Background: an optimization exercise with open tools, aiming at small area, a short achievable clock period and few clock cycles per item. Do not read the settings as production practice.
Only simulation tests tie the RTL to the original design; equivalence was not proved.

==> flow/design.v (excerpt) <==
module RV32I(
    input         clk,
    input         rst,
    output [31:0] imem_addr,
    input  [31:0] imem_rdata,
    output [31:0] dmem_addr,
    output        dmem_re,
    output        dmem_we,
    output [3:0]  dmem_wstrb,
    output [31:0] dmem_wdata,
    input  [31:0] dmem_rdata,
    output        wb_valid,
    output [4:0]  wb_rd,
    output [31:0] wb_data
    );
    reg  [31:0] pc_f;
    reg         hfix;       
    reg         kill_e;
    reg         rst_q;      
    reg  [31:0] a_e, b_e, t_e;
    reg         t_c;        
    reg  [4:0]  rd_e;
    reg         wen_e, ld_e, st_e, br_e, p_e, jmp_e, sub_e;
    reg  [2:0]  f3_e;
    reg         s_add_e, s_lt_e, s_ltu_e, s_xor_e, s_or_e, s_and_e,
                s_sll_e, s_sr_e, s_sra_e, s_t_e;
    reg         fa_m, fa_l, fa_w, fa_r;
    reg         fb_m, fb_l, fb_w, fb_r;
    reg         ft_m, ft_l, ft_w, ft_r;
    reg  [31:0] m_res, m_wdata;
    reg  [4:0]  m_rd;
    reg         m_wen, m_ld, m_re, m_we;
    reg  [3:0]  m_wstrb;
    reg  [2:0]  m_f3;
    reg  [31:0] l_res;
    reg  [4:0]  l_rd;
    reg         l_wen, l_nld;
    reg  [3:0]  l_b;        
    reg         l_h1, l_h3, l_w;    
    reg  [3:0]  l_sb;       
    reg  [1:0]  l_sh;       
    reg  [31:0] w_data;
    reg  [4:0]  w_rd;
    reg         w_wen;
    reg  [32*32-1:32] rfv;      
    assign imem_addr  = pc_f;
    assign dmem_addr  = m_res;
    assign dmem_re    = m_re;
    assign dmem_we    = m_we;
    assign dmem_wstrb = m_wstrb;
    assign dmem_wdata = m_wdata;
    assign wb_valid   = w_wen;
    assign wb_rd      = w_rd;
    assign wb_data    = w_data;
    wire [31:0] opa = ({32{fa_m}} & m_res) | ({32{fa_l}} & l_res) |
                      ({32{fa_w}} & w_data) | ({32{fa_r}} & a_e);
    wire [31:0] opb = ({32{fb_m}} & m_res) | ({32{fb_l}} & l_res) |
                      ({32{fb_w}} & w_data) | ({32{fb_r}} & b_e);
  ...
Size in the first run: ~1300 flip-flops, about 63000 sq um of cells after synthesis.
export LEC_CHECK = 0
export CAP_MARGIN = 20
export CORE_MARGIN = 2
export CORE_UTILIZATION = 40
export CTS_BUF_LIST = sky130_fd_sc_hd__clkbuf_8 sky130_fd_sc_hd__clkbuf_16
export CTS_CLUSTER_DIAMETER = 80
export CTS_CLUSTER_SIZE = 20
export SLEW_MARGIN = 20
create_clock -name core_clock -period 11.0 [get_ports {clk}]
standard.sh (not shown) runs the stock make flow with config.mk's settings and CLKGATE_MAP_FILE= SYNTH_SCRIPT=/design/flow/synth_recipe.tcl, a recipe that flattens the netlist after the stock synthesis.
==> flow/flow/run.sh <==
#!/bin/bash
# Layout flow: the standard synthesis, then the standard ORFS steps with
# two changes in how the layout is made:
#   - timing repair aims for a larger setup slack (SETUP_SLACK_MARGIN),
#   - the port buffers are buf_2 cells instead of the default pick.
# Each tool's output goes to a log file of its own in this folder.
set -euo pipefail
W=$(pwd)
MARGIN=${MARGIN:-7}

# standard synthesis, unchanged
bash standard.sh synth > synth.log 2>&1

# remaining steps
make -C "$FLOW_HOME" DESIGN_CONFIG="$FLOW_CONFIG" WORK_HOME="$W/orfs" \
  CLKGATE_MAP_FILE= SYNTH_SCRIPT="$W/synth_recipe.tcl" \
  SETUP_SLACK_MARGIN=$MARGIN \
  "BUFFER_PORTS_ARGS=-buffer_cell sky130_fd_sc_hd__buf_2" \
  finish > layout.log 2>&1

R="$W/orfs/results/$FLOW_PLATFORM/RV32I/base"
: # left out here: write the final layout as DEF
Testbench counts at the start, summed over its fixed seeds: cycles 81,143, instrs 73,713.
Rerun with:
--- a/flow/design.v
+++ b/flow/design.v
@@ -245,14 +245,14 @@
         m_res   <= res;
         m_rd    <= rd_e;
         m_f3    <= f3_e;
         m_wdata <= st_data;
         m_wstrb <= st_strb;
         l_wen <= ~rst & m_wen;
-        l_res <= rst ? 32'd0 : m_res;
-        l_nld <= rst | ~m_ld;
+        l_res <= m_res;
+        l_nld <= ~rst & ~m_ld;
         if (rst || !m_ld) begin
             l_b  <= 4'd0;
             l_h1 <= 1'b0;
             l_h3 <= 1'b0;
             l_w  <= 1'b0;
             l_sb <= 4'd0;
Wire length rose by a few percent.
Non-clock buffer count stays the same.
Flip-flop and latch count does not change.
Area after synthesis is about the same.
Global-route usage grows by 3.1 points.
Via count increases slightly.
Testbench counts after the change, summed over its fixed seeds: cycles 81,143, instrs 73,713.

==> static timing again, ports no longer ideal <==
How much do the figures lean on ideal ports? The routed layouts below were timed once more, with nothing changed but the port constraints.
Step 1 (the two cells are an assumption about what drives the block):
set clk [get_ports {clk}]
set_driving_cell -lib_cell sky130_fd_sc_hd__clkbuf_16 $clk
set_driving_cell -lib_cell sky130_fd_sc_hd__buf_2 [delete_from_list [all_inputs] $clk]
Step 2 adds t to the input delays and takes it off the output delays; t is the mean of the earliest and latest rising clock arrival at the registers after step 1. Input paths then give back, and output paths get back, about the clock's delay inside the block.
Slacks: no drivers / after step 1 / after step 2; pairs: no drivers / after step 1.
run	t (ns)	setup WS [ns]	cell pins on the clock port's net
the first run	0.845	6.765 / 6.765 / 6.075	1
the second run	0.836	6.780 / 6.780 / 5.985	1
After both steps every run listed still meets setup and hold. For the second run, which loses most, drivers alone change the setup slack by 0.000 ns; drivers and shift together by -0.795 ns.
